What follows belongs to an exercise in optimizing a design on an open flow for small area and a short achievable clock period; a production flow would make more cautious choices. RTL that was checked went through simulation tests only; none was proved equivalent to the original. For runs 3 and 4, only the layout was checked, not whether the RTL still works. No activity file was given, so power comes from the tool's default toggle rates.

==> design/flow/standard.sh <==
#!/bin/bash
# synth_recipe.tcl (not shown) runs the flow's synth.tcl, then flattens the netlist and writes it again
# the make line also repeats each setting of config.mk as NAME=value (left out here)
make -C /OpenROAD-flow-scripts/flow DESIGN_CONFIG=/design/flow/config.mk WORK_HOME=/design/flow/orfs CLKGATE_MAP_FILE= SYNTH_SCRIPT=/design/flow/synth_recipe.tcl "${@:-finish}"
==> design/flow/design.v <==
`timescale 1ns / 1ps
module clock_divider(
    input  logic [2:0] cnt,
    output logic [2:0] cnt_next
    );
    assign cnt_next[2] = cnt[1] & cnt[0];
    assign cnt_next[1] = cnt[1] ^ cnt[0];
    assign cnt_next[0] = ~cnt[0] & ~cnt[2];
endmodule
`timescale 1ns / 1ps
module dd_add3(input logic [3:0] x, output logic [3:0] y);
    logic n, xn, p;
    logic t;
    g_o21ai  u_t (.a1(x[1]), .a2(x[0]), .b1(x[2]), .y(t));
    g_nand2b u_c (.an(x[3]), .b(t), .y(y[3]));
    g_xor2   u_0 (.a(x[0]), .b(y[3]), .y(y[0]));
    g_nor2  u_n (.a(x[1]), .b(x[0]), .y(n));
    g_a22o  u_2 (.a1(x[3]), .a2(x[0]), .b1(x[2]), .b2(n), .y(y[2]));
    g_inv   u_i (.a(x[0]), .y(xn));
    g_nand2 u_p (.a(x[2]), .b(xn), .y(p));
    g_a22o  u_1 (.a1(x[1]), .a2(p), .b1(x[3]), .b2(xn), .y(y[1]));
endmodule
module dd_add3_s(input logic [3:0] x, output logic [3:0] y);
    logic n, xn, p;
    g_a221o u_c (.a1(x[2]), .a2(x[1]), .b1(x[2]), .b2(x[0]), .c1(x[3]), .y(y[3]));
    g_xor2  u_0 (.a(x[0]), .b(y[3]), .y(y[0]));
    g_nor2  u_n (.a(x[1]), .b(x[0]), .y(n));
    g_a22o  u_2 (.a1(x[3]), .a2(x[0]), .b1(x[2]), .b2(n), .y(y[2]));
    g_inv   u_i (.a(x[0]), .y(xn));
    g_nand2 u_p (.a(x[2]), .b(xn), .y(p));
    g_a22o  u_1 (.a1(x[1]), .a2(p), .b1(x[3]), .b2(xn), .y(y[1]));
endmodule
module dd_add3_7(input logic [2:0] x, output logic [3:0] y);
    logic n, xn, p;
    g_o21a  u_c (.a1(x[1]), .a2(x[0]), .b1(x[2]), .y(y[3]));
    g_xor2  u_0 (.a(x[0]), .b(y[3]), .y(y[0]));
    g_nor2  u_n (.a(x[1]), .b(x[0]), .y(n));
    g_and2  u_2 (.a(x[2]), .b(n), .y(y[2]));
    g_inv   u_i (.a(x[0]), .y(xn));
    g_nand2 u_p (.a(x[2]), .b(xn), .y(p));
    g_and2  u_1 (.a(x[1]), .b(p), .y(y[1]));
endmodule
module bin32_to_bcd #(parameter int NBITS = 31, parameter int NDIG = 8, parameter int INJ = 18) (
    input  logic [NBITS-1:0] binary,
    input  logic             inj,        
    input  logic [3:0]       inj_val,    
    output logic [4*NDIG-1:0] bcd
    );
    function automatic [63:0] dmax(input integer k, input integer j);
        reg [63:0] v, p;
        integer i;
        begin
            v = (64'd1 << k) - 64'd1;
            p = 64'd1;
            for (i = 0; i < j; i = i + 1) p = p * 64'd10;
            v = v / p;
            dmax = (v > 64'd9) ? 64'd9 : v;
        end
    endfunction
    logic [4*NDIG-1:0] st [0:NBITS];
    assign st[0] = '0;
    genvar k, j;
    generate
        for (k = 0; k < NBITS; k++) begin : g_stage
            logic [4*NDIG-1:0] cur, corr;
            if (k == INJ) begin : g_inj
                assign cur[4*NDIG-1:4] = st[k][4*NDIG-1:4];
                for (j = 0; j < 4; j++) begin : g_b
                    g_a21o u (.a1(inj), .a2(inj_val[j]), .b1(st[k][j]), .y(cur[j]));
                end
            end else begin : g_pass
                assign cur = st[k];
            end
            for (j = 0; j < NDIG; j++) begin : g_dig
                if (dmax(k, j) >= 8 && k < INJ) begin : g_slow
                    dd_add3_s u (.x(cur[4*j +: 4]), .y(corr[4*j +: 4]));
                end else if (dmax(k, j) >= 8) begin : g_full
                    dd_add3 u (.x(cur[4*j +: 4]), .y(corr[4*j +: 4]));
                end else if (dmax(k, j) >= 5) begin : g_7
                    dd_add3_7 u (.x(cur[4*j +: 3]), .y(corr[4*j +: 4]));
                end else begin : g_pass
                    assign corr[4*j +: 4] = cur[4*j +: 4];
                end
            end
            assign st[k+1] = {corr[4*NDIG-2:0], binary[NBITS-1-k]};
        end
    endgenerate
    assign bcd = st[NBITS];
endmodule
`timescale 1ns / 1ps
module g_inv  (input logic a, output logic y);              assign y = ~a; endmodule
module g_nand2(input logic a, b, output logic y);           assign y = ~(a & b); endmodule
module g_nor2 (input logic a, b, output logic y);           assign y = ~(a | b); endmodule
module g_and2 (input logic a, b, output logic y);           assign y = a & b; endmodule
module g_xor2 (input logic a, b, output logic y);           assign y = a ^ b; endmodule
module g_a22o (input logic a1, a2, b1, b2, output logic y); assign y = (a1 & a2) | (b1 & b2); endmodule
module g_a221o(input logic a1, a2, b1, b2, c1, output logic y);
    assign y = (a1 & a2) | (b1 & b2) | c1;
endmodule
module g_o21a (input logic a1, a2, b1, output logic y);     assign y = (a1 | a2) & b1; endmodule
module g_mux2i(input logic a0, a1, s, output logic y);      assign y = ~(s ? a1 : a0); endmodule
module g_o21ai(input logic a1, a2, b1, output logic y);     assign y = ~((a1 | a2) & b1); endmodule
module g_nand2b(input logic an, b, output logic y);         assign y = ~(~an & b); endmodule
module g_nand3(input logic a, b, c, output logic y);        assign y = ~(a & b & c); endmodule
module g_xnor2(input logic a, b, output logic y);           assign y = ~(a ^ b); endmodule
module g_or2  (input logic a, b, output logic y);           assign y = a | b; endmodule
module g_a21o (input logic a1, a2, b1, output logic y);     assign y = (a1 & a2) | b1; endmodule
module g_a21oi(input logic a1, a2, b1, output logic y);     assign y = ~((a1 & a2) | b1); endmodule
module g_o22a (input logic a1, a2, b1, b2, output logic y); assign y = (a1 | a2) & (b1 | b2); endmodule
module g_a31oi(input logic a1, a2, a3, b1, output logic y); assign y = ~((a1 & a2 & a3) | b1); endmodule
module g_o31ai(input logic a1, a2, a3, b1, output logic y); assign y = ~((a1 | a2 | a3) & b1); endmodule
module g_nor4 (input logic a, b, c, d, output logic y);     assign y = ~(a | b | c | d); endmodule
module g_nor3 (input logic a, b, c, output logic y);        assign y = ~(a | b | c); endmodule
module g_nand4(input logic a, b, c, d, output logic y);     assign y = ~(a & b & c & d); endmodule
module g_a222oi(input logic a1, a2, b1, b2, c1, c2, output logic y); assign y = ~((a1 & a2) | (b1 & b2) | (c1 & c2)); endmodule
module g_maj3 (input logic a, b, c, output logic y);        assign y = (a & b) | (a & c) | (b & c); endmodule
module seven_segment(
    input  logic [3:0] sw_in,     
    input  logic [3:0] sw_in2,
    output logic [6:0] out
    );
    logic [3:0] x, w;
    assign x = sw_in;
    assign w = sw_in2;
    logic a0, a1, b0, b1, c0, d0, d1, e0, f0, g0, g1, x3n;
    g_nor2  u_a0 (.a(x[3]), .b(~x[0]), .y(a0));
    g_a21oi u_a1 (.a1(x[0]), .a2(x[2]), .b1(x[1]), .y(a1));
    g_o22a  u_a  (.a1(x[2]), .a2(a0), .b1(a1), .b2(x[3]), .y(out[0]));
    g_inv   u_b0 (.a(x[3]), .y(x3n));
    g_o21ai u_b1 (.a1(x[0]), .a2(x[1]), .b1(x[2]), .y(b1));
    g_a31oi u_b  (.a1(x[0]), .a2(x[1]), .a3(x3n), .b1(b1), .y(out[1]));
    g_nor2  u_c0 (.a(x[0]), .b(x[2]), .y(c0));
    g_o21a  u_c  (.a1(x[3]), .a2(c0), .b1(x[1]), .y(out[2]));
    g_nand3 u_d0 (.a(w[0]), .b(w[1]), .c(w[2]), .y(d0));
    g_xnor2 u_d1 (.a(w[0]), .b(w[2]), .y(d1));
    g_o31ai u_d  (.a1(w[1]), .a2(w[3]), .a3(d1), .b1(d0), .y(out[3]));
    g_nor2  u_e0 (.a(w[1]), .b(w[3]), .y(e0));
    g_a21o  u_e  (.a1(w[2]), .a2(e0), .b1(w[0]), .y(out[4]));
    g_nor2  u_f0 (.a(w[2]), .b(w[3]), .y(f0));
    g_maj3  u_f  (.a(w[1]), .b(w[0]), .c(f0), .y(out[5]));
    logic g2;
    g_nor2  u_g1 (.a(w[1]), .b(w[2]), .y(g1));
    g_a31oi u_g2 (.a1(w[2]), .a2(w[1]), .a3(w[0]), .b1(g1), .y(g2));
    g_nor2  u_g  (.a(w[3]), .b(g2), .y(out[6]));
endmodule
`timescale 1ns / 1ps
module cl_fa(input logic a, b, c, output logic s, co);
    assign s  = a ^ b ^ c;
    assign co = (a & b) | (a & c) | (b & c);
endmodule
module cl_ha(input logic a, b, output logic s, co);
    assign s  = a ^ b;
    assign co = a & b;
endmodule
module cl_han(input logic an, bn, output logic sn, con);
    g_xnor2 u_s (.a(an), .b(bn), .y(sn));
    g_or2   u_c (.a(an), .b(bn), .y(con));
endmodule
module cl_mul15(
    input  logic [14:0] x, y,
    output logic [29:0] pn
    );
    logic [14:0] s [0:14];    
    logic [14:0] c [0:14];    
    logic [14:0] pp [0:14];   
    genvar i, j;
    generate
        for (i = 0; i < 15; i++) begin : g_pp
            for (j = 0; j < 15; j++) begin : g_c
                g_nand2 u (.a(x[j]), .b(y[i]), .y(pp[i][j]));
            end
        end
        for (j = 0; j < 15; j++) begin : g_r0
            assign s[0][j] = pp[0][j];
            assign c[0][j] = 1'b1;
        end
        for (i = 1; i < 15; i++) begin : g_row
            for (j = 0; j < 15; j++) begin : g_col
                if (j == 14) begin : g_h
                    assign s[i][j] = pp[i][j];
                    assign c[i][j] = 1'b1;
                end else if (i == 1) begin : g_h1
                    cl_han h (.an(pp[i][j]), .bn(s[i-1][j+1]), .sn(s[i][j]), .con(c[i][j]));
                end else begin : g_f
                    cl_fa f (.a(pp[i][j]), .b(s[i-1][j+1]), .c(c[i-1][j]), .s(s[i][j]), .co(c[i][j]));
                end
            end
        end
        for (i = 0; i < 15; i++) begin : g_lo
            assign pn[i] = s[i][0];
        end
    endgenerate
    logic [13:0] rc;
    generate
        for (j = 0; j < 14; j++) begin : g_fin
            if (j == 0) begin : g_h
                cl_han h (.an(s[14][j+1]), .bn(c[14][j]), .sn(pn[15+j]), .con(rc[j]));
            end else begin : g_f
                cl_fa f (.a(s[14][j+1]), .b(c[14][j]), .c(rc[j-1]), .s(pn[15+j]), .co(rc[j]));
            end
        end
    endgenerate
    assign pn[29] = rc[13];
endmodule
module cl_divrow #(parameter int W = 1, parameter bit P = 0) (
    input  logic [W-1:0] t,
    input  logic [W-1:0] opx,
    input  logic         hzx,
    output logic         q,
    output logic [W-1:0] r
    );
    logic [W:0] cy;
    logic [W-1:0] df;
    genvar j;
    generate
        if (P == 0) begin : g_b0
            g_xnor2 u_s (.a(t[0]), .b(opx[0]), .y(df[0]));
            g_or2   u_c (.a(t[0]), .b(opx[0]), .y(cy[1]));
        end else begin : g_b0
            cl_ha h (.a(t[0]), .b(opx[0]), .s(df[0]), .co(cy[1]));
        end
        for (j = 1; j < W; j++) begin : g_b
            cl_fa f (.a(t[j]), .b(opx[j]), .c(cy[j]), .s(df[j]), .co(cy[j+1]));
        end
        if (P == 0) begin : g_q0
            assign q = cy[W] & hzx;
        end else begin : g_q1
            assign q = ~(cy[W] | hzx);
        end
        for (j = 0; j < W; j++) begin : g_m
            g_mux2i m (.a0(t[j]), .a1(df[j]), .s(q), .y(r[j]));
        end
    endgenerate
endmodule
module cl_divlast #(parameter int W = 16, parameter bit P = 0) (
    input  logic [W-1:0] t,
    input  logic [W-1:0] opx,
    input  logic         cinx,
    output logic         q
    );
    logic [W:0] cy;
    assign cy[0] = cinx;
    genvar j;
    generate
        for (j = 0; j < W; j++) begin : g_b
            assign cy[j+1] = (t[j] & opx[j]) | (t[j] & cy[j]) | (opx[j] & cy[j]);
        end
    endgenerate
    assign q = cy[W] ^ P;
endmodule
module cl_absmag(
    input  logic [15:0] x,
    output logic [15:0] m
    );
    logic [15:0] lo;          
    genvar i;
    generate
        for (i = 0; i < 16; i++) begin : g_lo
            if (i == 0) begin : g_z
                assign lo[i] = 1'b0;
            end else begin : g_n
                assign lo[i] = |x[i-1:0];
            end
        end
    endgenerate
    logic x0n;
    g_inv u_x0a (.a(x[0]), .y(x0n));
    g_inv u_x0b (.a(x0n), .y(m[0]));
    assign m[15:1] = x[15:1] ^ ({15{x[15]}} & lo[15:1]);
endmodule
module cl_abstop(
    input  logic [15:0] x,
    output logic [5:0]  m        
    );
    logic s, sn;
    assign s = x[15];
    g_inv u_sn (.a(s), .y(sn));
    logic [6:0] p;
    genvar i;
    generate
        for (i = 0; i < 7; i++) begin : g_p
            g_nor2 u (.a(x[2*i]), .b(x[2*i+1]), .y(p[i]));
        end
    endgenerate
    logic na, nb;
    g_nand4 u_na (.a(p[0]), .b(p[1]), .c(p[2]), .d(p[3]), .y(na));
    g_nand4 u_nb (.a(p[0]), .b(p[1]), .c(p[2]), .d(p[3]), .y(nb));
    logic x10n, x12n, x14n, o89, h10, h11, h12, h13, h14, h15;
    g_inv   u_i10 (.a(x[10]), .y(x10n));
    g_inv   u_i12 (.a(x[12]), .y(x12n));
    g_inv   u_i14 (.a(x[14]), .y(x14n));
    g_or2   u_h10 (.a(x[8]), .b(x[9]), .y(h10));                                
    g_nand2 u_h11 (.a(p[4]), .b(x10n), .y(h11));                                
    g_nand2 u_h12 (.a(p[4]), .b(p[5]), .y(h12));                                
    g_nand3 u_h13 (.a(p[4]), .b(p[5]), .c(x12n), .y(h13));                      
    g_nand3 u_h14 (.a(p[4]), .b(p[5]), .c(p[6]), .y(h14));                      
    g_nand4 u_h15 (.a(p[4]), .b(p[5]), .c(p[6]), .d(x14n), .y(h15));            
    g_nor3  u_m15 (.a(nb), .b(h15), .c(sn), .y(m[5]));
    logic [4:0] tn;
    g_o21ai u_t10 (.a1(na), .a2(h10), .b1(s), .y(tn[0]));
    g_o21ai u_t11 (.a1(na), .a2(h11), .b1(s), .y(tn[1]));
    g_o21ai u_t12 (.a1(na), .a2(h12), .b1(s), .y(tn[2]));
    g_o21ai u_t13 (.a1(nb), .a2(h13), .b1(s), .y(tn[3]));
    g_o21ai u_t14 (.a1(nb), .a2(h14), .b1(s), .y(tn[4]));
    generate
        for (i = 0; i < 5; i++) begin : g_m
            g_xnor2 u (.a(x[10+i]), .b(tn[i]), .y(m[i]));
        end
    endgenerate
endmodule
module calculator(
    input logic CLK100MHZ,
    input logic RST,      
    input logic [15:0] SW,
    input logic BTNU,  
    input logic BTND,  
    input logic BTNL,  
    input logic BTNR,  
    input logic BTNC,  
    output logic [7:0] AN,       
    output logic [7:0] out       
    );
    localparam int CUT = 11;    
    localparam int NLO = 16 - CUT;
    logic [2:0]  cnt5;        
    logic [19:0] refresh;     
    logic [2:0]  hist;        
    logic [1:0]  state;       
    logic [3:0]  op;          
    logic [15:0] a_mag;       
    logic        a_neg;
    logic [30:0] r_mag;       
    logic        r_neg;       
    logic        r_div;       
    assign r_div = ~(r_mag[30] | r_mag[29]);
    localparam logic [1:0] IDLE = 2'd0, OPB = 2'd1, RES = 2'd2;
    genvar gi;
    logic [2:0] cnt5_next;
    clock_divider u_cnt (.cnt(cnt5), .cnt_next(cnt5_next));
    logic tick, any_op, press, a_load, calc;
    assign tick   = cnt5[2] & ~refresh[1] & refresh[0];    
    assign any_op = BTNU | BTND | BTNL | BTNR;
    assign press  = tick & ~hist[2] & hist[1];
    assign a_load = press & (state == IDLE) & any_op;
    assign calc   = press & (state == OPB) & BTNC;
    logic [19:0] refresh_next;
    logic [20:0] rfc;
    assign refresh_next[0] = ~refresh[0];
    assign rfc[1] = refresh[0];
    generate
        for (gi = 1; gi < 20; gi++) begin : g_rf
            cl_ha h (.a(refresh[gi]), .b(rfc[gi]), .s(refresh_next[gi]), .co(rfc[gi+1]));
        end
    endgenerate
    logic s;
    assign s = SW[15];
    logic [15:0] b_mag;
    cl_absmag u_abs (.x(SW), .m(b_mag));
    logic [5:0] b_top;        
    cl_abstop u_abst (.x(SW), .m(b_top));
    logic [29:0] pmn;
    cl_mul15 u_mul (.x(a_mag[14:0]), .y(b_mag[14:0]), .pn(pmn));
    logic [30:0] prodn;
    always_comb begin
        prodn = {1'b1, pmn};
        prodn[30:15] = {1'b1, pmn[29:15]} & ~({16{a_mag[15]}} & b_mag) & ~({16{b_mag[15]}} & a_mag);
    end
    logic [15:0] hzs, hzr;    
    logic b_nz;               
    assign b_nz = |SW;
    logic d_nz;               
    assign d_nz = |a_mag;
    assign hzs[15] = b_nz;
    assign hzr[15] = d_nz;
    generate
        for (gi = 14; gi >= 0; gi--) begin : g_hz
            assign hzs[gi] = hzs[gi+1] & ~b_mag[gi+1];
            assign hzr[gi] = hzr[gi+1] & ~a_mag[gi+1];
        end
    endgenerate
    logic [15:0] q_pre;
    logic [15:0] rem_pre [0:CUT];
    assign rem_pre[0] = '0;
    generate
        for (gi = 0; gi < CUT; gi++) begin : g_pre
            localparam bit P = gi % 2;
            logic [gi:0] t, r;
            logic nb;
            assign nb = a_mag[15-gi] ^ P;
            if (gi == 0) begin : g_t0
                assign t = nb;
            end else begin : g_t
                assign t = {rem_pre[gi][gi-1:0], nb};
            end
            cl_divrow #(.W(gi+1), .P(P)) row (.t(t), .opx(b_mag[gi:0] ^ {(gi+1){~P}}), .hzx(hzs[gi] ^ P), .q(q_pre[15-gi]), .r(r));
            assign rem_pre[gi+1] = {{(15-gi){1'b0}}, r};
        end
    endgenerate
    logic [30:0] dstate;
    assign dstate = {{(31 - CUT - CUT - NLO){1'b0}}, q_pre[15:16-CUT], rem_pre[CUT][CUT-1:0], a_mag[NLO-1:0]};
    logic [15:0] quot;
    logic [15:0] rem_post [CUT:16];
    assign rem_post[CUT] = {{(16-CUT){1'b0}}, r_mag[NLO +: CUT]};
    generate
        for (gi = CUT; gi < 16; gi++) begin : g_post
            localparam bit P = gi % 2;
            logic [gi:0] t;
            assign t = {rem_post[gi][gi-1:0], r_mag[15-gi] ^ P};
            if (gi < 15) begin : g_row
                logic [gi:0] r;
                cl_divrow #(.W(gi+1), .P(P)) row (.t(t), .opx(a_mag[gi:0] ^ {(gi+1){~P}}), .hzx(hzr[gi] ^ P), .q(quot[15-gi]), .r(r));
                assign rem_post[gi+1] = {{(15-gi){1'b0}}, r};
            end else begin : g_last
                logic ql;
                cl_divlast #(.W(16), .P(P)) row (.t(t), .opx(a_mag ^ {16{~P}}), .cinx(~P), .q(ql));
                assign quot[0] = ql & d_nz;
            end
        end
    endgenerate
    assign quot[15:16-CUT] = r_mag[NLO+CUT +: CUT];
    logic eff_sub;
    assign eff_sub = a_neg ^ s ^ op[1];
    logic [16:0] gc;          
    assign gc[0] = 1'b1;
    generate
        for (gi = 0; gi < 16; gi++) begin : g_ge
            assign gc[gi+1] = (a_mag[gi] & ~b_mag[gi]) | (a_mag[gi] & gc[gi]) | (~b_mag[gi] & gc[gi]);
        end
    endgenerate
    logic geq, flip;
    assign geq  = gc[16];
    assign flip = eff_sub & ~geq;
    logic [16:0] ac;
    logic [15:0] asum;
    assign ac[0] = eff_sub & geq;
    generate
        for (gi = 0; gi < 16; gi++) begin : g_as
            cl_fa f (.a(a_mag[gi]), .b(b_mag[gi] ^ eff_sub), .c(ac[gi]), .s(asum[gi]), .co(ac[gi+1]));
        end
    endgenerate
    logic [16:0] as_m;
    assign as_m = {ac[16] & ~eff_sub, asum ^ {16{flip}}};
    logic [30:0] res_m;
    logic        res_neg;
    always_comb begin
        res_m = '1;
        res_neg = 1'b0;
        if (op[0] | op[1]) begin
            res_m = ~{14'd0, as_m};
            res_neg = a_neg ^ flip;
        end else if (op[2]) begin
            res_m = prodn;
            res_neg = a_neg ^ s;
        end else if (op[3]) begin
            res_m = dstate;
            res_neg = a_neg ^ s;
        end
    end
    always_ff @(posedge CLK100MHZ) begin
        if (RST) begin
            cnt5    <= '0;
            refresh <= '0;
            state   <= IDLE;
            hist    <= '0;
            op      <= '0;
        end else begin
            cnt5    <= cnt5_next;
            refresh <= refresh_next;
            if (tick) begin
                hist <= {hist[1:0], any_op | BTNC};
                if (press) begin
                    if      (BTNU) op <= 4'b0001;
                    else if (BTND) op <= 4'b0010;
                    else if (BTNL) op <= 4'b0100;
                    else if (BTNR) op <= 4'b1000;
                    case (state)
                        IDLE: if (any_op) state <= OPB;
                        OPB:  if (BTNC)   state <= RES;
                        RES:              state <= IDLE;
                        default: ;
                    endcase
                end
            end
        end
    end
    always_ff @(posedge CLK100MHZ) begin
        if (a_load | calc) a_mag <= b_mag;
        if (a_load) a_neg <= s;
        if (calc) begin
            r_mag <= res_m;
            r_neg <= res_neg;
        end
    end
    logic [2:0] d;
    assign d = refresh[19:17];
    logic is_res;
    assign is_res = (state == RES);
    logic [15:0] rlo;         
    assign rlo = r_div ? quot : ~r_mag[15:0];
    logic big;                
    assign big = is_res & ~r_mag[30] & r_mag[29];
    logic [29:0] val;
    assign val[29:16] = ~(r_mag[29:16] | {14{r_div}} | {14{~is_res}});
    assign val[15:12] = rlo[15:12] & {4{is_res}};
    logic [11:0] b_disp;
    assign b_disp = {b_top[1:0], b_mag[9:0]};
    genvar gv;
    generate
        for (gv = 0; gv < 12; gv++) begin : g_val
            g_a22o u (.a1(is_res), .a2(rlo[gv]), .b1(~is_res), .b2(b_disp[gv]), .y(val[gv]));
        end
    endgenerate
    logic neg;
    assign neg = is_res ? (r_neg & (|val)) : s;
    logic [31:0] bcd;
    bin32_to_bcd #(.NBITS(30), .NDIG(8), .INJ(18)) u_bcd (.binary(val), .inj(~is_res),
                                                          .inj_val(b_top[5:2]), .bcd(bcd));
    logic [7:0] dsel;
    always_comb begin
        dsel = '0;
        dsel[d] = 1'b1;
    end
    logic minus;
    assign minus = dsel[7] & neg;
    logic [3:0] kd;
    assign kd[0] = big & (dsel[3] | dsel[5] | dsel[6] | dsel[7]);
    assign kd[1] = big & (dsel[1] | dsel[5] | dsel[6] | dsel[7]);
    assign kd[2] = big & (dsel[0] | dsel[4] | dsel[5] | dsel[7]);
    assign kd[3] = big & dsel[2];
    logic [3:0] nib, nib2;    
    genvar gb;
    generate
        for (gb = 0; gb < 4; gb++) begin : g_nib
            logic t0, t1, t2, t3;
            g_inv    uk (.a(kd[gb]), .y(t3));
            g_a222oi u0 (.a1(dsel[0]), .a2(bcd[gb]),      .b1(dsel[1]), .b2(bcd[4+gb]),
                         .c1(dsel[2]), .c2(bcd[8+gb]),    .y(t0));
            g_a222oi u1 (.a1(dsel[3]), .a2(bcd[12+gb]),   .b1(dsel[4]), .b2(bcd[16+gb]),
                         .c1(dsel[5]), .c2(bcd[20+gb]),   .y(t1));
            g_a222oi u2 (.a1(dsel[6]), .a2(bcd[24+gb]),   .b1(dsel[7]), .b2(bcd[28+gb]),
                         .c1(minus),   .c2(minus),         .y(t2));
            g_nand4  u3 (.a(t0), .b(t1), .c(t2), .d(t3), .y(nib[gb]));
            g_nand4  u4 (.a(t0), .b(t1), .c(t2), .d(t3), .y(nib2[gb]));
        end
    endgenerate
    logic [6:0] seg;
    seven_segment u_seg (.sw_in(nib), .sw_in2(nib2), .out(seg));
    assign AN  = ~dsel;
    assign out = {1'b1, seg};
endmodule
==> design/flow/config.mk <==
export PLATFORM = sky130hd
export DESIGN_NAME = calculator
export DESIGN_NICKNAME = calculator
export VERILOG_FILES = /design/flow/design.v
export SDC_FILE = /design/flow/constraint.sdc
export NUM_CORES = 8
export LEC_CHECK = 0
export CAP_MARGIN = 20
export CORE_MARGIN = 2
export CORE_UTILIZATION = 65
export CTS_BUF_LIST = sky130_fd_sc_hd__clkbuf_8
export PLACE_DENSITY = 0.75
export SLEW_MARGIN = 20
export SYNTH_HIERARCHICAL = 1
export SYNTH_MINIMUM_KEEP_SIZE = 0
==> design/flow/constraint.sdc <==
create_clock -name core_clock -period 160.0 [get_ports {CLK100MHZ}]
set_input_delay 32.0000 -clock core_clock [delete_from_list [all_inputs] [get_ports {CLK100MHZ}]]
set_output_delay 32.0000 -clock core_clock [all_outputs]
set_load 0.01 [all_outputs]
==> design/flow/flow/run.sh <==
#!/bin/bash
# Layout flow: the standard flow (standard.sh, standard synthesis
# included), with one change made through ORFS's own setting for it: the
# buffers placed on the input and output ports are sky130_fd_sc_hd__buf_2
# cells. The tools' output goes to standard_flow.log in the folder the flow
# runs in (ORFS also keeps each step's log under orfs/logs).
set -euo pipefail
W=$(pwd)
export BUFFER_PORTS_ARGS="-buffer_cell sky130_fd_sc_hd__buf_2"
bash "$W/standard.sh" > "$W/standard_flow.log" 2>&1
==> results of run 1 <==
## state kept, by name, summed over array words and instances, names as in the netlist, 2 cells and up
name,cells
r_mag,31
refresh,20
a_mag,16
op,4
cnt5,3
hist,3
state,2
## cells in the final DEF (no fill, tap or decap), types with 12 or more instances in the layout
master    netlist  final
xnor2_2         1     14
a222oi_1       12     12
xnor2_1        75     62
inv_1         182    182
mux2i_1       130    130
nor2_1        206    205
and2_1         22     22
nor4_1         15     15
ha_1           35     35
xor2_1        126    126
buf_4          18     44
dfxtp_1        32     32
nor2b_1        26     26
buf_2           2     37
or2_1          24     24
o21ai_0        14     14
edfxtp_1       49     49
fa_1          316    316
nand2b_1       91     91
a22o_1        251    251
a21oi_1        25     25
nand2_1       404    404
a221o_1        39     39
o221ai_1       12     12
o21ai_1        93     93
a22oi_1        15     15
nand4_1        15     15
## layer usage
layer	global-route usage	vias to the layer above	wire length, um
met3	0.0679	122	3920
met1	0.423	8732	22300
met5	0	-	0
met4	0.126	0	2110
met2	0.523	513	24400
li1	-	8441	-
## worst min path at each step
stage,endpoint,slack (ns)
after floorplan,refresh[0],0.42
after detailed placement,refresh[0],0.45
after global routing,refresh[0],0.51
after CTS,refresh[0],0.48
final,refresh[0],0.47
after global placement,refresh[0],0.44
## power breakdown
part	internal (uW)	switching, uW	total, uW	leakage, uW
clock network	7.50	10.3	17.8	0.000108
registers	22.1	0.111	22.2	0.000685
logic	208	246	454	0.00762
total	237	257	494	0.00842
## through the flow
stage	worst slack [ns]	hold slack, ns	total power, uW
floorplan	88.70	0.417	407
global placement	87.56	0.444	443
detailed placement	87.10	0.450	473
CTS	87.10	0.475	493
global route	85.97	0.507	555
finish	86.85	0.466	494
## Yosys stat by module (local to each module, per instance), excerpt
module,cells inside,copies in the design,flip-flops and latches,area (sq um)
cl_mul15,16,1,0,120
g_a21oi,1,1,0,8.76
cl_absmag,38,1,0,288
g_o21a,1,7,0,7.51
g_o31ai,1,1,0,12.5
g_xnor2,1,29,0,8.76
g_nand4,1,11,0,6.26
## worst reg2reg max path: cells and delay by family (launching register included)
kind | cells | cell delay, ns
AOI/OAI and AO/OA | 2 | 0.33
adders and majority gates | 55 | 22.22
buffers and inverters | 3 | 0.69
DFF | 1 | 0.39
muxes | 11 | 2.46
and+or+nand+nor | 12 | 3.49
## cell usage after synthesis (all sizes together), types with 39 or more instances
cell type,n,area share
a221o,39,0.019
a22o,251,0.10
edfxtp,49,0.070
fa,316,0.30
inv,182,0.032
mux2i,130,0.062
nand2,405,0.072
nand2b,91,0.027
nor2,206,0.037
o21ai,107,0.025
xnor2,76,0.032
xor2,126,0.052
## logic make-up after synthesis
logic type	after synthesis	share of synthesized area
xor+xnor	202	0.0845
simple gates	851	0.183
fa+ha+maj	354	0.323
flops	81	0.100
compound gates	539	0.203
other cells	2	0.000357
buf+inv	226	0.0444
mux	130	0.0619
## layout make-up
| type | instances | area (sq um) | share of cell area |
|---|---|---|---|
| clock buffer | 9 | 124 | 0.00560 |
| clock inverter | 7 | 83.8 | 0.00379 |
| inverter | 183 | 687 | 0.0311 |
| multi-input combinational | 2078 | 18100 | 0.818 |
| sequential | 81 | 2110 | 0.0955 |
| tap | 402 | 503 | 0.0227 |
| timing repair buffer | 81 | 515 | 0.0233 |
==> summary.txt, run 1 <==
Floorplanning
  • Core Region: 0.0317 sq mm
  • Ports: 39
  • Starting density of the core: 0.663
  • Site row count: 65
  • Die Y: about 180 um
  • Die area: approximately 0.034 sq mm
  • Die outline width: 184 um

Finish
  • Fin area: between 0.02 and 0.025 sq mm
  • Layout fillers: about 2500
  • Fin nets: 2808
  • Final core utilization: 0.697
  • Layout Cells excl Fill: 2841
  • Share of cells above drive strength 1: 0.0570
  • Ant diodes: 0
  • Synthesis-to-finish area growth: 5.16%

Worst setup path
  • Worst setup path end: out[5]
  • Worst path buffer plus inverter count: 2
  • Cells on worst reg2reg path: 83
  • Worst setup path startpoint: SW[7]
  • FF-to-FF Start: a_mag[15]
  • R2r endpoint: r_mag[7]
  • Critical Path Fanout Max: 8
  • Crit-path most repeated cell: o21ai_1
  • Critical path's slowest cell: xor2_1
  • CP required: around 130 ns
  • WP data arrival: between 40 and 50 ns
  • Element type at the critical path start: input port
  • CP peak stage delay: about 0.54 ns
  • Setup CP Type: input port to primary output
  • Number of cells on the critical path: 46
  • Critical Path End Type: primary output
  • Setup slack, reg-to-reg: between 100 and 150 ns
  • Family with the most delay on the worst path: XOR/XNOR gates

Placed design
  • IO buf count: 37
  • RePlAce Congestion: 1.00
  • Detailed placement HPWL: 41400 um
  • Placed cell areas: about 0.022 sq mm
  • Placed insts: 2825

GRT
  • Number of global-route vias before repair: between 15000 and 20000
  • Overall global routing resource usage: 0.322
  • Initial antenna violation count: 0
  • Total gr overflow: 0
  • Largest net degree at the start of global routing: 34
  • First-pass GRT wire length: around 86000 um

Routing
  • DR vias/cell: around 6.3
  • DRT iter0 DRCs: 1082
  • Post-Route WL: 52700 um
  • Post-route ant nets: 0
  • First-pass DRT Iterations: 5
  • Via count: 17800
  • WL per Instance: 18.6 um
  • Detailed-route DRC error count: 0

Synth
  • Cell Area, Synth: 0.0210 sq mm
  • Mapped Avg Cell Area: a little under 9 sq um
  • Post-synth top flop: edfxtp_1
  • Mapped Cells: 2385
  • Ys async rst share: 0
  • Syn nets: around 2800
  • Distinct cells, synth: 72
  • Post-synth EDFFs: 49
  • Synthesis Warnings: 18
  • Synthesized flop and latch total: 81
  • Sequential-to-total area share from yosys stat: 0.100

STA
  • Final setup vio count: 0
  • TNS Setup: 0 ns
  • Final worst path period share: 0.457
  • Worst-margin pin slew: 0.887 ns
  • Fin. Hold Viols: 0
  • Pins over their slew limit: 0
  • Worst Skew: 0.0218 ns
  • FMAX: 13.7 MHz
  • RSZ-0062 raised after global routing: no
  • Slew margin rel.: 0.408
  • Min Clock Period, post-route: approximately 73 ns

Clocking
  • CTS tree: done
  • Worst-skew pair later-pin latency: 0.43 ns
  • CTS root buf: clkbuf_8
  • Setup bufs post-CTS: 0
  • CTS Buf Count: 9
  • H-tree Lvls: 3
  • CTS clk-pin slew, worst paths: 0.10 ns
  • Cts hold-fix bufs: 0
  • Num Clock Sinks: 81
  • Largest buffer count on any clock path: 2
  • Post_cts resized: 0

Power
  • Power Density: 22.3 mW/mm^2
  • P_leak: 0.00842 uW
  • Worst VDD drop: between 0.03 and 0.04 mV

Status
  • Outcome: no timing/DRC/antenna violations

Worst hold path
  • Hold Startpoint: refresh[0]
  • Worst hold path type: register to register
  • Worst hold path depth: 1

Run
  • Max cap viols: 0
==> inputs of run 2 (changes only) <==
==> design/flow/flow/run.sh (replaced) <==
#!/bin/bash
set -euo pipefail
W=$(pwd)
export BUFFER_PORTS_ARGS="-buffer_cell sky130_fd_sc_hd__buf_2"
export CTS_ARGS="-sink_clustering_enable -repair_clock_nets -buf_list sky130_fd_sc_hd__clkbuf_8 -dont_use_dummy_load"
bash "$W/standard.sh" > "$W/standard_flow.log" 2>&1
==> run 2 against run 1 <==
Effect of this change:
- still clean on timing, DRC and antenna
- non-clock buffer count stayed put
- worst setup slack better by 0.050 ns
- utilization is 0.26 points lower
- hold slack hardly changed
- register-to-register slack worse by 0.03 ns
- critical path depth stayed put
- sequential share of layout area hardly changed
- critical path type unchanged
- largest cell class unchanged
==> summary.txt, run 2 <==
Status
  • Outcome: no timing/DRC/antenna violations

STA
  • TNS Setup: 0 ns
  • Pins over their slew limit: 0
  • Fin. Hold Viols: 0
  • RSZ-0062 raised after global routing: no
  • Worst Skew: 0.0265 ns
  • Min Clock Period, post-route: 73.10 ns
  • Final worst path period share: 0.457
  • Final setup vio count: 0
  • Worst-margin pin slew: 0.885 ns
  • FMAX: 13.7 MHz
  • Slew margin rel.: 0.409

Worst setup path
  • WP data arrival: 41.10 ns
  • CP peak stage delay: 0.57 ns
  • Element type at the critical path start: input port
  • Critical Path End Type: primary output
  • Critical path's slowest cell: xor2_1
  • Critical Path Fanout Max: 8
  • Crit-path most repeated cell: o21ai_1
  • Setup CP Type: input port to primary output
  • CP required: 128.00 ns

Placed design
  • Detailed placement HPWL: 41400 um
  • Placed cell areas: 0.0219 sq mm
  • RePlAce Congestion: roughly 1
  • IO buf count: 37

Routing
  • DRT iter0 DRCs: 1092
  • Detailed-route DRC error count: 0
  • WL per Instance: 18.6 um
  • Post-Route WL: ~53000 um
  • Post-route ant nets: 0
  • DR vias/cell: 6.28
  • Via count: 17800
  • First-pass DRT Iterations: 7

Finish
  • Share of cells above drive strength 1: 0.0543
  • Commonest non-fill, non-tap cell in the layout: nand2_1
  • Largest regs: r_mag: 31 flops, refresh: 20 flops, a_mag: 16 flops
  • Biggest register: r_mag
  • Most frequent cells in the layout: nand2_1, fa_1, a22o_1
  • Fin nets: 2808
  • Max reg flops: 31
  • Synthesis-to-finish area growth: 4.76%
  • Fin area: ~0.022 sq mm
  • Ant diodes: 0

Floorplanning
  • Die Y: between 150 and 200 um
  • Core Region: approximately 0.032 sq mm
  • Die outline width: roughly 180 um
  • Die area: 0.0338 sq mm
  • Ports: 39
  • Starting density of the core: 0.663
  • Site row count: 65

GRT
  • Largest net degree at the start of global routing: 34
  • Total gr overflow: 0
  • Overall global routing resource usage: 0.323
  • Number of global-route vias before repair: roughly 17000
  • Initial antenna violation count: 0
  • First-pass GRT wire length: around 86000 um

Synth
  • Synthesized flop and latch total: 81
  • Most frequent cell after synthesis: nand2_1
  • Post-synth EDFFs: 49
  • Synthesis Warnings: 18
  • Leading area contributor after synthesis: fa_1
  • Syn nets: 2759
  • Yosys top cell area share: 0.301
  • Distinct cells, synth: 72
  • Post-synth top flop: edfxtp_1
  • Ys async rst share: 0
  • Mapped Avg Cell Area: 8.82 sq um
  • Cell Area, Synth: 0.0210 sq mm
  • Synth top cells by count: nand2_1, fa_1, a22o_1
  • Mapped Cells: 2385
  • Largest cells by area after synthesis: fa_1, a22o_1, nand2_1, edfxtp_1, mux2i_1
  • Sequential-to-total area share from yosys stat: 0.100

Clocking
  • CTS tree: done
  • CTS root buf: clkbuf_8
  • Num Clock Sinks: between 80 and 90
  • Largest buffer count on any clock path: 2
  • Worst-skew pair later-pin latency: between 0.4 and 0.5 ns
  • Setup bufs post-CTS: 0
  • CTS clk-pin slew, worst paths: roughly 0.10 ns
  • Post_cts resized: 0
  • CTS Buf Count: 9
  • Cts hold-fix bufs: 0
  • H-tree Lvls: 3

Power
  • P_leak: 0.00837 uW
  • Power Density: 22.2 mW/mm^2
  • Worst VDD drop: 0.0360 mV

Run
  • Max cap viols: 0

Worst hold path
  • Worst hold path type: register to register
==> run 2: area by class of cell <==
class                      instances  area [sq um]
timing repair buffer              81           515
clock buffer                       9           124
tap                              402           503
inverter                         183           687
fill                            2546          9680
multi-input combinational       2078         18100
sequential                        81          2110
==> run 2: metal layers <==
metal  up-vias  track usage  wire length [um]
li1       8436            -                 -
met1      8764        0.423             22600
met2       496        0.521             24400
met3       112       0.0707              3710
met4         0        0.131              2010
met5         -            0                 0
==> run 2: final timing paths <==
| path | startpoint | end | slack (ns) | depth (start not counted) |
|---|---|---|---|---|
| setup / recovery | SW[7] | out[5] | 86.90 | 46 |
| hold / removal | refresh[0] | refresh[0] | 0.47 | 1 |
| setup reg to reg | a_mag[15] | r_mag[7] | 130.21 | 83 |
| hold reg to reg | refresh[0] | refresh[0] | 0.47 | 1 |
==> run 2: worst max-delay path: cells and delay by family <==
family / cells / cell delay (ns)
adder cells (fa/ha/maj): 1 / 0.37
buffers and inverters: 2 / 0.30
XOR/XNOR: 13 / 3.32
AO/OA/AOI/OAI: 15 / 2.04
AND/OR/NAND/NOR: 15 / 3.06
==> run 2: kinds of logic after synthesis <==
family	Yosys count	synth area share
adders and majority gates	354	0.323
DFF	81	0.100
other	2	0.000357
xor gates and xnor gates	202	0.0845
AOI/OAI and AO/OA	539	0.203
and+or+nand+nor	851	0.183
buffers and inverters	226	0.0444
muxes	130	0.0619
==> run 2: Yosys stat by module, one instance, submodules excluded, excerpt <==
| module | cells inside | cell area (sq um) |
|---|---|---|
| g_a221o | 1 | 10.0 |
| g_and2 | 1 | 6.26 |
| cl_mul15 | 16 | 120 |
| g_o21a | 1 | 7.51 |
| g_or2 | 1 | 6.26 |
| g_a21o | 1 | 7.51 |
| g_nand2 | 1 | 3.75 |
| g_a31oi | 1 | 6.26 |
| g_a222oi | 1 | 10.0 |
| g_a22o | 1 | 8.76 |
| g_o21ai | 1 | 5.00 |
| seven_segment | 1 | 3.75 |
| g_nand4 | 1 | 6.26 |
| g_nand3 | 1 | 5.00 |
| g_nand2b | 1 | 6.26 |
| g_mux2i | 1 | 10.0 |
==> run 2: report_power, final <==
part / internal, uW / total, uW / switching (uW)
sequential: 22.1 / 22.2 / 0.110
clock: 5.04 / 13.7 / 8.65
combinational: 207 / 453 / 245
total: 235 / 488 / 254
==> run 2: stage by stage <==
stage | setup WS, ns | util | std cells | hold WS (ns) | total power, uW
global route | 85.97 | 0.695 | 2834 | 0.507 | 551
detailed placement | 87.10 | 0.691 | 2825 | 0.450 | 473
finish | 86.90 | 0.695 | 2834 | 0.466 | 488
CTS | 87.10 | 0.695 | 2834 | 0.475 | 488
floorplan | 88.70 | - | 2385 | 0.417 | 407
global placement | 87.56 | 0.691 | 2825 | 0.444 | 443
==> inputs of run 3 (changes only) <==
--- a/design/flow/design.v
+++ b/design/flow/design.v
@@ -45,3 +45,3 @@
     input  logic             inj,        
-    input  logic [3:0]       inj_val,    
+    input  logic [5:0]       inj_val,    
     output logic [4*NDIG-1:0] bcd
@@ -66,4 +66,4 @@
             if (k == INJ) begin : g_inj
-                assign cur[4*NDIG-1:4] = st[k][4*NDIG-1:4];
-                for (j = 0; j < 4; j++) begin : g_b
+                assign cur[4*NDIG-1:6] = st[k][4*NDIG-1:6];
+                for (j = 0; j < 6; j++) begin : g_b
                     g_a21o u (.a1(inj), .a2(inj_val[j]), .b1(st[k][j]), .y(cur[j]));
@@ -310,2 +310,21 @@
 endmodule
+module cl_bcd6(
+    input  logic [5:0] v,
+    output logic [5:0] y
+    );
+    always_comb begin
+        case (v)
+            6'd0:  y = 6'h00; 6'd1:  y = 6'h01; 6'd2:  y = 6'h02; 6'd3:  y = 6'h03;
+            6'd4:  y = 6'h04; 6'd5:  y = 6'h05; 6'd6:  y = 6'h06; 6'd7:  y = 6'h07;
+            6'd8:  y = 6'h08; 6'd9:  y = 6'h09; 6'd10: y = 6'h10; 6'd11: y = 6'h11;
+            6'd12: y = 6'h12; 6'd13: y = 6'h13; 6'd14: y = 6'h14; 6'd15: y = 6'h15;
+            6'd16: y = 6'h16; 6'd17: y = 6'h17; 6'd18: y = 6'h18; 6'd19: y = 6'h19;
+            6'd20: y = 6'h20; 6'd21: y = 6'h21; 6'd22: y = 6'h22; 6'd23: y = 6'h23;
+            6'd24: y = 6'h24; 6'd25: y = 6'h25; 6'd26: y = 6'h26; 6'd27: y = 6'h27;
+            6'd28: y = 6'h28; 6'd29: y = 6'h29; 6'd30: y = 6'h30; 6'd31: y = 6'h31;
+            6'd32: y = 6'h32;
+            default: y = 6'h00;    
+        endcase
+    end
+endmodule
 module calculator(
@@ -503,11 +522,11 @@
     assign val[29:16] = ~(r_mag[29:16] | {14{r_div}} | {14{~is_res}});
-    assign val[15:12] = rlo[15:12] & {4{is_res}};
-    logic [11:0] b_disp;
-    assign b_disp = {b_top[1:0], b_mag[9:0]};
+    assign val[15:10] = rlo[15:10] & {6{is_res}};
     genvar gv;
     generate
-        for (gv = 0; gv < 12; gv++) begin : g_val
-            g_a22o u (.a1(is_res), .a2(rlo[gv]), .b1(~is_res), .b2(b_disp[gv]), .y(val[gv]));
+        for (gv = 0; gv < 10; gv++) begin : g_val
+            g_a22o u (.a1(is_res), .a2(rlo[gv]), .b1(~is_res), .b2(b_mag[gv]), .y(val[gv]));
         end
     endgenerate
+    logic [5:0] b_top_bcd;    
+    cl_bcd6 u_b6 (.v(b_top), .y(b_top_bcd));
     logic neg;
@@ -515,4 +534,4 @@
     logic [31:0] bcd;
-    bin32_to_bcd #(.NBITS(30), .NDIG(8), .INJ(18)) u_bcd (.binary(val), .inj(~is_res),
-                                                          .inj_val(b_top[5:2]), .bcd(bcd));
+    bin32_to_bcd #(.NBITS(30), .NDIG(8), .INJ(20)) u_bcd (.binary(val), .inj(~is_res),
+                                                          .inj_val(b_top_bcd), .bcd(bcd));
     logic [7:0] dsel;
==> design/flow/flow/run.sh (replaced) <==
#!/bin/bash
# Layout flow: the standard flow (standard.sh, standard synthesis
# included), with one change made through ORFS's own setting for it: the
# buffers placed on the input and output ports are sky130_fd_sc_hd__buf_2
# cells. The tools' output goes to standard_flow.log in the folder the flow
# runs in (ORFS also keeps each step's log under orfs/logs).
set -euo pipefail
W=$(pwd)
export BUFFER_PORTS_ARGS="-buffer_cell sky130_fd_sc_hd__buf_2"
bash "$W/standard.sh" > "$W/standard_flow.log" 2>&1
==> run 3 against run 2 <==
Effect of this change:
- cell count up 2.3%
- power down 4.8%
- via count up 2.9%
- still clean
- first-iteration DRC count up 9.0%
- clock skew down 0.0015 ns
- non-clock buffer count down 2
- register-to-register slack about the same
==> summary.txt, run 3 <==
STA
  • Fin. Hold Viols: 0
  • Slew margin rel.: 0.314
  • TNS Setup: 0 ns
  • Pins over their slew limit: 0
  • Worst-margin pin slew: 1.03 ns
  • Final worst path period share: 0.457
  • RSZ-0062 raised after global routing: no
  • Min Clock Period, post-route: 73.05 ns
  • Final setup vio count: 0
  • Worst Skew: approximately 0.025 ns
  • FMAX: 13.7 MHz

Clocking
  • CTS tree: done
  • CTS Buf Count: 9
  • CTS root buf: clkbuf_8
  • CTS clk-pin slew, worst paths: 0.09 ns
  • Cts hold-fix bufs: 0
  • H-tree Lvls: 3
  • Post_cts resized: 0
  • Setup bufs post-CTS: 0
  • Worst-skew pair later-pin latency: 0.40 ns
  • Largest buffer count on any clock path: 2
  • Num Clock Sinks: 81

Finish
  • Share of cells above drive strength 1: 0.0570
  • Most frequent cells in the layout: nand2_1, fa_1, a22o_1
  • Ant diodes: 0
  • Commonest non-fill, non-tap cell in the layout: nand2_1
  • Max reg flops: 31
  • Synthesis-to-finish area growth: 5.12%
  • Final core utilization: 0.691
  • Largest regs: r_mag: 31 flops, refresh: 20 flops, a_mag: 16 flops
  • Biggest register: r_mag
  • Fin nets: about 2800

Power
  • Tot Pwr: 465 uW
  • Worst VDD drop: about 0.036 mV
  • P_leak: about 0.0085 uW
  • Power Density: 20.8 mW/mm^2

GRT
  • First-pass GRT wire length: 90700 um
  • Number of global-route vias before repair: 18200
  • Initial antenna violation count: 1
  • Largest net degree at the start of global routing: 34
  • Total gr overflow: 0
  • Overall global routing resource usage: 0.338

Worst setup path
  • Setup CP Type: input port to primary output
  • WP data arrival: 41.05 ns
  • Critical path's slowest cell: a222oi_1
  • CP required: 128.00 ns
  • Critical Path End Type: primary output
  • Element type at the critical path start: input port
  • Crit-path most repeated cell: o21ai_1
  • Critical Path Fanout Max: 26
  • CP peak stage delay: 0.50 ns

Routing
  • DR vias/cell: 6.32
  • Metal-1 WL: roughly 22000 um
  • Metal2 WL: 28500 um
  • Top sig layer: met5
  • Via count: 18300
  • WL met3: 2910 um
  • Post-route ant nets: 0
  • Post-Route WL: 56200 um
  • DRT iter0 DRCs: 1190
  • Detailed-route DRC error count: 0
  • WL per Instance: 19.4 um
  • First-pass DRT Iterations: 6

Synth
  • Most frequent cell after synthesis: nand2_1
  • Largest cells by area after synthesis: fa_1, a22o_1, nand2_1, edfxtp_1, mux2i_1
  • Mapped Cells: 2407
  • Distinct cells, synth: 78
  • Synthesis Warnings: 19
  • Syn nets: 2787
  • Synthesized flop and latch total: 81
  • Sequential-to-total area share from yosys stat: 0.0992
  • Post-synth top flop: edfxtp_1
  • Leading area contributor after synthesis: fa_1
  • Synth top cells by count: nand2_1, fa_1, a22o_1
  • Ys async rst share: 0
  • Yosys top cell area share: 0.297
  • Mapped Avg Cell Area: 8.84 sq um
  • Cell Area, Synth: about 0.021 sq mm
  • Post-synth EDFFs: 49

Floorplanning
  • Die Y: 185 um
  • Starting density of the core: 0.657
  • Die area: around 0.034 sq mm
  • Ports: 39
  • Core Region: ~0.032 sq mm
  • Die outline width: 185 um
  • Site row count: 66

Run
  • Max cap viols: 0

Placed design
  • Detailed placement HPWL: 43300 um
  • RePlAce Congestion: 0.941
  • IO buf count: 37

Status
  • Outcome: no timing/DRC/antenna violations

Worst hold path
  • Worst hold path type: register to register
## run 3: per-stage QoR
stage / worst slack [ns] / std cells / hold WS [ns] / instance area [sq um]
finish: 86.95 / 2900 / 0.461 / 22400
global route: 85.86 / 2900 / 0.469 / 22400
CTS: 87.01 / 2900 / 0.454 / 22400
detailed placement: 87.01 / 2884 / 0.435 / 22200
global placement: 87.62 / 2884 / 0.427 / 22200
floorplan: 88.57 / 2407 / 0.417 / 21300
## run 3: critical path, delay by kind of cell
kind	cells	cell delay [ns]
XOR/XNOR	11	2.81
AND/OR/NAND/NOR	11	2.36
AO/OA/AOI/OAI	14	1.90
buffers and inverters	3	0.78
adder cells (fa/ha/maj)	2	0.71
multiplexers	1	0.47
## run 3: kinds of logic (layout without fill, tap and decap cells)
group	after synthesis	in the layout	synth area share
simple gates	849	849	0.179
compound gates	546	546	0.205
fa+ha+maj	360	360	0.323
buf+inv	233	284	0.0455
xor+xnor	202	202	0.0835
mux	134	134	0.0637
flops	81	81	0.0992
other cells	2	2	0.000353
## run 3: final cells by class
class	count	area [sq um]
Multi-Input combinational cell	2093	18300
Fill cell	2696	10000
Sequential cell	81	2110
Inverter	189	709
Tap cell	442	553
Timing Repair Buffer	79	500
Clock buffer	9	124
Clock inverter	7	58.8
## run 3: Yosys stat by module (local to each module, per instance), excerpt
| module | flip-flops and latches | times used | cells |
|---|---|---|---|
| calculator | 81 | 1 | 505 |
| cl_absmag | 0 | 1 | 38 |
| cl_bcd6 | 0 | 1 | 31 |
| cl_ha | 0 | 26 | 1 |
| cl_mul15 | 0 | 1 | 16 |
| g_a31oi | 0 | 2 | 1 |
| g_inv | 0 | 136 | 1 |
| g_nand2 | 0 | 352 | 1 |
| g_nand2b | 0 | 70 | 1 |
| g_nand4 | 0 | 11 | 1 |
| g_nor3 | 0 | 1 | 1 |
| g_o31ai | 0 | 1 | 1 |
| seven_segment | 0 | 1 | 1 |
## run 3: power by group
part | internal, uW | total (uW) | switching (uW)
clock | 5.92 | 15.5 | 9.61
sequential | 22.1 | 22.2 | 0.0820
combinational | 197 | 427 | 230
## run 3: worst paths after layout
| path | slack [ns] | cells after the start | start | to |
|---|---|---|---|---|
| worst max register to register | 130.21 | 83 | a_mag[15] | r_mag[10] |
| worst max-delay path | 86.95 | 42 | SW[15] | out[5] |
| worst min register to register | 0.46 | 1 | refresh[0] | refresh[0] |
| worst min-delay path | 0.46 | 1 | refresh[0] | refresh[0] |
## run 3: metal layers
layer	up-vias	track usage
met2	537	0.614
met3	150	0.0472
met1	9082	0.396
met5	-	0
li1	8546	-
met4	2	0.156
==> inputs of run 4 (changes only) <==
--- a/design/flow/design.v
+++ b/design/flow/design.v
@@ -310,20 +310,20 @@
 endmodule
+module bcd6_line #(parameter logic [15:0] TT = 16'h0) (input logic [3:0] u, output logic y);
+    assign y = TT[u];
+endmodule
 module cl_bcd6(
     input  logic [5:0] v,
-    output logic [5:0] y
+    output logic [5:1] y      
     );
-    always_comb begin
-        case (v)
-            6'd0:  y = 6'h00; 6'd1:  y = 6'h01; 6'd2:  y = 6'h02; 6'd3:  y = 6'h03;
-            6'd4:  y = 6'h04; 6'd5:  y = 6'h05; 6'd6:  y = 6'h06; 6'd7:  y = 6'h07;
-            6'd8:  y = 6'h08; 6'd9:  y = 6'h09; 6'd10: y = 6'h10; 6'd11: y = 6'h11;
-            6'd12: y = 6'h12; 6'd13: y = 6'h13; 6'd14: y = 6'h14; 6'd15: y = 6'h15;
-            6'd16: y = 6'h16; 6'd17: y = 6'h17; 6'd18: y = 6'h18; 6'd19: y = 6'h19;
-            6'd20: y = 6'h20; 6'd21: y = 6'h21; 6'd22: y = 6'h22; 6'd23: y = 6'h23;
-            6'd24: y = 6'h24; 6'd25: y = 6'h25; 6'd26: y = 6'h26; 6'd27: y = 6'h27;
-            6'd28: y = 6'h28; 6'd29: y = 6'h29; 6'd30: y = 6'h30; 6'd31: y = 6'h31;
-            6'd32: y = 6'h32;
-            default: y = 6'h00;    
-        endcase
-    end
+    logic [3:0] u;
+    assign u = v[4:1];
+    logic q1, q0, r0;
+    bcd6_line #(.TT(16'hfc00)) u_q1 (.u(u), .y(q1));
+    bcd6_line #(.TT(16'h83e0)) u_q0 (.u(u), .y(q0));
+    bcd6_line #(.TT(16'h4210)) u_r2 (.u(u), .y(y[3]));
+    bcd6_line #(.TT(16'h318c)) u_r1 (.u(u), .y(y[2]));
+    bcd6_line #(.TT(16'h294a)) u_r0 (.u(u), .y(r0));
+    g_or2 u_t1 (.a(q1), .b(v[5]), .y(y[5]));
+    g_or2 u_t0 (.a(q0), .b(v[5]), .y(y[4]));
+    g_or2 u_u1 (.a(r0), .b(v[5]), .y(y[1]));
 endmodule
@@ -530,3 +530,4 @@
     logic [5:0] b_top_bcd;    
-    cl_bcd6 u_b6 (.v(b_top), .y(b_top_bcd));
+    cl_bcd6 u_b6 (.v(b_top), .y(b_top_bcd[5:1]));
+    assign b_top_bcd[0] = b_top[0];
     logic neg;
==> run 4 against run 3 <==
Effect of this change:
- utilization hardly changed
- area after synthesis is 0.28% lower
- clock skew is 0.0046 ns lower
- worst setup slack worse by 0.092 ns
- first-iteration DRC count is 3.2% lower
- critical path depth is 1 higher
- hold slack better by 0.010 ns
- critical path type unchanged
- largest cell class unchanged
- largest power group unchanged
==> summary.txt, run 4 <==
Status
  • Outcome: no timing/DRC/antenna violations

STA
  • Final hold slack: about 0.47 ns
  • Final worst path period share: 0.457
  • TNS Setup: 0 ns
  • Slew margin rel.: 0.352
  • FMAX: 13.7 MHz
  • Fin. Hold Viols: 0
  • Final setup vio count: 0
  • Pins over their slew limit: 0
  • Worst-margin pin slew: approximately 1 ns
  • RSZ-0062 raised after global routing: no
  • Min Clock Period, post-route: 73.14 ns
  • Worst Skew: 0.0203 ns

Finish
  • Ant diodes: 0
  • Layout fillers: 2688
  • Commonest non-fill, non-tap cell in the layout: nand2_1
  • Fin area: about 0.022 sq mm
  • Max reg flops: 31
  • Biggest register: r_mag
  • Largest regs: r_mag: 31 flops, refresh: 20 flops, a_mag: 16 flops
  • Synthesis-to-finish area growth: 5.45%
  • Share of cells above drive strength 1: 0.0571
  • Most frequent cells in the layout: nand2_1, fa_1, a22o_1
  • Fin nets: between 2000 and 3000

Synth
  • Synthesized flop and latch total: just over 80
  • Mapped Cells: 2398
  • Syn nets: 2774
  • Distinct cells, synth: 79
  • Post-synth top flop: edfxtp_1
  • Mapped Avg Cell Area: about 9 sq um
  • Post-synth EDFFs: 49
  • Yosys top cell area share: 0.298
  • Synth top cells by count: nand2_1, fa_1, a22o_1
  • Largest cells by area after synthesis: fa_1, a22o_1, nand2_1, edfxtp_1, mux2i_1
  • Synthesis Warnings: 18
  • Ys async rst share: 0
  • Cell Area, Synth: 0.0212 sq mm
  • Leading area contributor after synthesis: fa_1
  • Sequential-to-total area share from yosys stat: 0.0995
  • Most frequent cell after synthesis: nand2_1

Placed design
  • RePlAce Congestion: 0.985
  • Placed cell areas: 0.0221 sq mm
  • IO buf count: 37
  • Detailed placement HPWL: 42700 um

Worst hold path
  • Worst hold path type: register to register

Routing
  • DRT iter0 DRCs: around 1200
  • Detailed-route DRC error count: 0
  • Post-Route WL: around 55000 um
  • First-pass DRT Iterations: 8
  • Post-route ant nets: 0
  • Via count: 18400
  • DR vias/cell: 6.35
  • WL per Instance: 19.2 um

Worst setup path
  • Crit-path most repeated cell: o21ai_1
  • Critical path's slowest cell: xnor2_1
  • Element type at the critical path start: input port
  • WP data arrival: 41.14 ns
  • Critical Path Fanout Max: 26
  • Setup CP Type: input port to primary output
  • CP required: 128.00 ns
  • Setup slack, reg-to-reg: approximately 130 ns
  • CP peak stage delay: 0.64 ns
  • Critical Path End Type: primary output

Power
  • Sequential Power Share: 0.048
  • Power Density: 20.5 mW/mm^2
  • Clock Power Share: 0.040
  • Sw Pwr: about 230 uW
  • Internal power: roughly 220 uW
  • P_leak: between 0.008 and 0.009 uW
  • Sw frac: 0.509
  • Comb pwr share: 0.912
  • Worst VDD drop: 0.0419 mV

Floorplanning
  • Die area: about 0.034 sq mm
  • Site row count: 66
  • Die Y: 185 um
  • Starting density of the core: 0.656
  • Ports: 39
  • Core Region: 0.0324 sq mm
  • Die outline width: ~180 um

Clocking
  • Largest buffer count on any clock path: 2
  • CTS tree: done
  • CTS clk-pin slew, worst paths: roughly 0.1 ns
  • CTS Buf Count: 9
  • H-tree Lvls: 3
  • CTS root buf: clkbuf_8
  • Worst-skew pair later-pin latency: 0.38 ns
  • Setup bufs post-CTS: 0
  • Cts hold-fix bufs: 0
  • Num Clock Sinks: 81
  • Post_cts resized: 0

GRT
  • Total gr overflow: 0
  • Number of global-route vias before repair: 18300
  • Overall global routing resource usage: 0.335
  • Met3 usage: 0.0407
  • Met1 usage: 0.372
  • Met2 usage: 0.625
  • Largest net degree at the start of global routing: 34
  • Initial antenna violation count: 0
  • First-pass GRT wire length: around 90000 um
  • Grt peak-use layer: met2

Run
  • Max cap viols: 0
[run 4: modules after synthesis (local to each module, per instance), excerpt]
module      copies in the design  flops+latches  cell area (sq um)
g_xnor2                       29              0               8.76
g_inv                        136              0               3.75
g_nor2                       138              0               3.75
calculator                     1             81               4690
g_o21ai                       76              0               5.00
g_mux2i                      120              0               10.0
[run 4: worst paths after layout]
kind                                   end  depth (start not counted)        from
worst max-delay path                out[6]                         43      SW[15]
worst min register to register  refresh[0]                          1  refresh[0]
worst min-delay path            refresh[0]                          1  refresh[0]
worst max register to register    r_mag[7]                         84   a_mag[15]
[run 4: cells by family after synthesis]
kind of cell / Yosys count / share of synthesized area
AO/OA/AOI/OAI: 542 / 0.205
XOR/XNOR: 203 / 0.0841
adder cells (fa/ha/maj): 356 / 0.321
buffers and inverters: 228 / 0.0444
flip-flops: 81 / 0.0995
multiplexers: 132 / 0.0629
other: 2 / 0.000354
AND/OR/NAND/NOR: 854 / 0.182
[run 4: metal layers]
| layer | wire length, um | vias to the layer above |
|---|---|---|
| met2 | 28600 | 564 |
| met1 | 20800 | 9098 |
| met3 | 2880 | 181 |
| li1 | - | 8528 |
| met5 | 0 | - |
| met4 | 3150 | 0 |
[run 4: cell type report]
| cell class | count | area, sq um | share of cell area |
|---|---|---|---|
| tap | 442 | 553 | 0.0247 |
| timing repair buffer | 80 | 508 | 0.0227 |
| clock buffer | 9 | 124 | 0.00554 |
| multi-input combinational | 2089 | 18300 | 0.817 |
| sequential | 81 | 2110 | 0.0944 |
| inverter | 185 | 694 | 0.0310 |
| clock inverter | 7 | 109 | 0.00486 |
[run 4: power by group through the flow]
stage	clock (uW)	sequential, uW	combinational (uW)
5_1_grt	19.1	22.2	481
4_1_cts	18.4	22.2	417
3_5_place_dp	0	22.7	417
3_3_place_gp	0	22.7	402
6_report	18.3	22.2	417
2_1_floorplan	0	22.6	364
[run 4: critical path, delay by kind of cell]
kind                     cells  cell delay [ns]
AO/OA/AOI/OAI               14             1.88
XOR/XNOR                    11             3.11
adder cells (fa/ha/maj)      1             0.37
buffers and inverters        2             0.55
multiplexers                 1             0.45
AND/OR/NAND/NOR             14             2.78
[run 4: metrics by stage]
stage | std cells | worst slack (ns) | power [uW] | util
after floorplan | 2398 | 88.53 | 387 | -
after global placement | 2877 | 87.47 | 425 | 0.684
after detailed placement | 2877 | 87.01 | 440 | 0.684
final | 2893 | 86.86 | 458 | 0.691
after CTS | 2893 | 86.99 | 458 | 0.691
after global routing | 2893 | 85.98 | 522 | 0.691

static timing again, ports no longer ideal:
The flow's constraints put no driver on any port. The routed layouts listed below were extracted and timed again, unchanged, in two steps.
Step 1: set_driving_cell puts a clkbuf_16 on CLK100MHZ and a buf_2 on each other input, an assumption about the parent block.
Step 2 times the ports against the registers' clock, not the clock port: input delays grow and output delays shrink by t, the midpoint of the rising clock arrivals with the driver on.
Slacks: ideal / step 1 / step 2; pairs: ideal / step 1.
run | t, ns | setup slack, ns | cell pins on the clock port's net
run 1 | 0.471 | 86.854 / 86.833 / 86.833 | 1
run 2 | 0.466 | 86.904 / 86.883 / 86.883 | 1
run 3 | 0.429 | 86.947 / 86.924 / 86.924 | 1
run 4 | 0.418 | 86.856 / 86.836 / 86.836 | 1
After both steps every run listed still meets setup and hold. For run 3, which loses most, drivers alone change the setup slack by -0.023 ns; drivers and shift together by -0.023 ns.
